This is an optimization exercise on Yosys and OpenROAD, whose aim is small area, a short achievable clock period and few clock cycles per item, not a production implementation.
Where RTL was checked, it was by simulation tests only, not by an equivalence proof against the original.
Power is estimated from default activity; no workload was simulated.

==> module prng, before the edit <==
module prng (
	input clk,     
	input rst,   
	input [31:0] seed,
	input start,
	input cont,
	output reg done,
	output [31:0] rand_num
);
localparam B  = 3;                 
localparam NB = (31 + B - 1) / B;  
reg [30:0] acc;    
reg  [2:0] cnt;    
reg  [3:0] nen;    
wire busy = !nen[0];
assign rand_num = {1'b0, acc};
wire [30:0] nen_bits = {{7{nen[3]}}, {8{nen[2]}}, {8{nen[1]}}, {8{nen[0]}}};
wire [30:0] b = ~({acc[2:0], acc[30:3]} | nen_bits);
wire [30:0] g = acc & b;    
wire [30:0] p = acc ^ b;    
localparam LB = (B > 8) ? 4 : (B > 4) ? 3 : (B > 2) ? 2 : (B > 1) ? 1 : 0;   
wire [30:0] lg [0:LB];
wire [30:0] lp [0:LB];
wire [30:0] gl = lg[LB];
wire [30:0] pl = lp[LB];
assign lg[0] = g;
assign lp[0] = p;
wire [NB-1:0] bg, bp;
wire [30:0] c;
genvar i, j, k;
generate
	for (k = 0; k < LB; k = k + 1) begin : local_level
		for (i = 0; i < 31; i = i + 1) begin : local_bit
			localparam LO = i - i % B;
			localparam OFF = i % B;
			localparam J = LO + (OFF & ~((2 << k) - 1)) + (1 << k) - 1;
			if ((OFF >> k) & 1) begin : merge
				assign lg[k+1][i] = lg[k][i] | lp[k][i] & lg[k][J];
				assign lp[k+1][i] = lp[k][i] & lp[k][J];
			end else begin : pass
				assign lg[k+1][i] = lg[k][i];
				assign lp[k+1][i] = lp[k][i];
			end
		end
	end
	for (j = 0; j < NB; j = j + 1) begin : block_gp
		localparam TOP = (j * B + B - 1 > 30) ? 30 : j * B + B - 1;
		assign bg[j] = gl[TOP];
		assign bp[j] = pl[TOP];
	end
endgenerate
localparam L = (NB > 16) ? 5 : (NB > 8) ? 4 : (NB > 4) ? 3 : (NB > 2) ? 2 : 1;   
wire [NB-1:0] cg [0:L];
wire [NB-1:0] cp [0:L];
assign cg[0] = bg;
assign cp[0] = bp;
generate
	for (k = 0; k < L; k = k + 1) begin : ring_level
		for (j = 0; j < NB; j = j + 1) begin : ring_block
			localparam J2 = (j + NB - (1 << k) % NB) % NB;
			assign cg[k+1][j] = cg[k][j] | cp[k][j] & cg[k][J2];
			assign cp[k+1][j] = cp[k][j] & cp[k][J2];
		end
	end
	for (i = 0; i < 31; i = i + 1) begin : carry
		localparam BI = i / B;
		localparam BPREV = (BI + NB - 1) % NB;
		if (i % B == 0) begin : first
			assign c[i] = cg[L][BPREV];
		end else begin : next
			assign c[i] = gl[i-1] | pl[i-1] & cg[L][BPREV];
		end
	end
endgenerate
wire [3:0]  keep = ~nen | {4{done}};
wire [30:0] keep_bits = {{7{keep[3]}}, {8{keep[2]}}, {8{keep[1]}}, {8{keep[0]}}};
wire [30:0] x = (p & keep_bits) | ({seed[15:0], seed[30:16]} & ~keep_bits);
always @(posedge clk)
	acc <= x ^ c;
always @(posedge clk) begin
	if (rst) begin
		nen  <= 4'hf;
		done <= 1'b0;
		cnt  <= 3'd0;
	end else if (busy) begin
		cnt <= cnt + 3'd1;
		if (cnt == 3'd4)        nen[0] <= 1'b1;
		if (cnt[2])             nen[1] <= 1'b1;
		if (cnt[2] && !cnt[1])  nen[2] <= 1'b1;
		if (cnt[2] && !cnt[0])  nen[3] <= 1'b1;
		if (cnt == 3'd4)        done  <= 1'b1;
	end else if (done) begin
		if (!start) done <= 1'b0;
	end else if (start) begin
		nen <= 4'd0;
		cnt <= 3'd0;
	end
end
endmodule
==> flow/config.mk <==
export PLATFORM = sky130hd
export DESIGN_NAME = prng
export DESIGN_NICKNAME = prng
export VERILOG_FILES = /design/flow/design.v
export SDC_FILE = /design/flow/constraint.sdc
export NUM_CORES = 8
export LEC_CHECK = 0
export CAP_MARGIN = 20
export CORE_MARGIN = 2
export CORE_UTILIZATION = 40
export SLEW_MARGIN = 70
==> flow/constraint.sdc <==
create_clock -name core_clock -period 9.0 [get_ports {clk}]
set_input_delay 1.8000 -clock core_clock [delete_from_list [all_inputs] [get_ports {clk}]]
set_output_delay 1.8000 -clock core_clock [all_outputs]
set_load 0.01 [all_outputs]
standard.sh (not shown) runs the stock make flow with config.mk's settings and CLKGATE_MAP_FILE= SYNTH_SCRIPT=/design/flow/synth_recipe.tcl, a recipe that flattens the netlist after the stock synthesis.
==> flow/flow/run.sh <==
#!/bin/bash
# The standard layout (standard.sh) with these changes:
#  - synthesis: ABC maps the logic with flow/abc.script instead of ORFS's
#    abc_speed.script; everything else, registers included, is as in the
#    standard flow;
#  - the port buffers are plain buffers (sky130_fd_sc_hd__buf_1) instead of
#    the cell buffer_ports picks by itself;
#  - timing repair aims for 6.3 ns of setup slack.
set -euo pipefail
cp -r "$FLOW_HOME/scripts" scripts
cp flow/abc.script scripts/abc_speed.script
export SCRIPTS_DIR="$PWD/scripts"
export BUFFER_PORTS_ARGS="-buffer_cell sky130_fd_sc_hd__buf_1"
export SETUP_SLACK_MARGIN=6.3
bash standard.sh > standard.log 2>&1
==> flow/flow/abc.script <==
&get -n
&st
&syn2
&dch
&nf -R 20
&put
buffer -c
topo
stime -c
upsize -c
dnsize -c
==> next run, changes <==
--- a/flow/design.v
+++ b/flow/design.v
@@ -6,18 +6,18 @@
 	input start,
 	input cont,
 	output reg done,
 	output [31:0] rand_num
 );
-localparam B  = 3;                 
+localparam B  = 4;                 
 localparam NB = (31 + B - 1) / B;  
 reg [30:0] acc;    
 reg  [2:0] cnt;    
-reg  [3:0] nen;    
+reg  [1:0] nen;    
 wire busy = !nen[0];
 assign rand_num = {1'b0, acc};
-wire [30:0] nen_bits = {{7{nen[3]}}, {8{nen[2]}}, {8{nen[1]}}, {8{nen[0]}}};
+wire [30:0] nen_bits = {{15{nen[1]}}, {16{nen[0]}}};
 wire [30:0] b = ~({acc[2:0], acc[30:3]} | nen_bits);
 wire [30:0] g = acc & b;    
 wire [30:0] p = acc ^ b;    
 localparam LB = (B > 8) ? 4 : (B > 4) ? 3 : (B > 2) ? 2 : (B > 1) ? 1 : 0;   
 wire [30:0] lg [0:LB];
@@ -71,30 +71,28 @@
 		end else begin : next
 			assign c[i] = gl[i-1] | pl[i-1] & cg[L][BPREV];
 		end
 	end
 endgenerate
-wire [3:0]  keep = ~nen | {4{done}};
-wire [30:0] keep_bits = {{7{keep[3]}}, {8{keep[2]}}, {8{keep[1]}}, {8{keep[0]}}};
+wire [1:0]  keep = ~nen | {2{done}};
+wire [30:0] keep_bits = {{15{keep[1]}}, {16{keep[0]}}};
 wire [30:0] x = (p & keep_bits) | ({seed[15:0], seed[30:16]} & ~keep_bits);
 always @(posedge clk)
 	acc <= x ^ c;
 always @(posedge clk) begin
 	if (rst) begin
-		nen  <= 4'hf;
+		nen  <= 2'b11;
 		done <= 1'b0;
 		cnt  <= 3'd0;
 	end else if (busy) begin
 		cnt <= cnt + 3'd1;
 		if (cnt == 3'd4)        nen[0] <= 1'b1;
 		if (cnt[2])             nen[1] <= 1'b1;
-		if (cnt[2] && !cnt[1])  nen[2] <= 1'b1;
-		if (cnt[2] && !cnt[0])  nen[3] <= 1'b1;
 		if (cnt == 3'd4)        done  <= 1'b1;
 	end else if (done) begin
 		if (!start) done <= 1'b0;
 	end else if (start) begin
-		nen <= 4'd0;
+		nen <= 2'b00;
 		cnt <= 3'd0;
 	end
 end
 endmodule
Count of clock-buffer cells in the layout went down by 1.
Worst hold slack gets worse by 0.080 ns.
Global-route usage went down by 1.6 points.
Via count went down by 9.6%.
Utilization went up by 0.47 points.
Area after synthesis went down by 7.6%.
Final area went down by 9.2%.
Worst setup slack barely changes.
Final cell count went down by 9.0%.
Non-clock buffer count went up by 1.
Die area went down by 7.2%.
Register-to-register slack gets better by 0.05 ns.
Combinational power went down by 4.0%.
Testbench counts after the change, summed over its fixed seeds: cycles 18,432, items 2,048.
The RTL of the first run of this note was laid out without a check of its function.

-- separate check: timing with driven ports --
The flow's constraints put no driver on any port. The routed layouts listed below were extracted and timed again, unchanged, in two steps.
Step 1 sets driving cells, clkbuf_16 on the clock port and buf_2 on the other inputs (assumed; they add their load-dependent delay and slew).
Step 2 times the ports against the registers' clock, not the clock port: input delays grow and output delays shrink by t, the midpoint of the rising clock arrivals with the driver on.
a / b / c = ideal ports / drivers / drivers and shift; a / b = the first two.
| run | shift t [ns] | slack for setup (ns) | hold WS [ns] | worst setup path at the end | clock arrival spread, ns |
|---|---|---|---|---|---|
| the first run | 0.323 | 6.348 / 6.321 / 6.339 | 0.542 / 0.542 / 0.542 | input to register | 0.005 / 0.005 |
| the second run | 0.311 | 6.349 / 6.318 / 6.468 | 0.461 / 0.461 / 0.461 | register to register | 0.010 / 0.011 |
After both steps setup and hold are still met in every run listed. The setup slack of the first run, which loses most, moves by -0.027 ns with the drivers and by -0.009 ns with both steps.
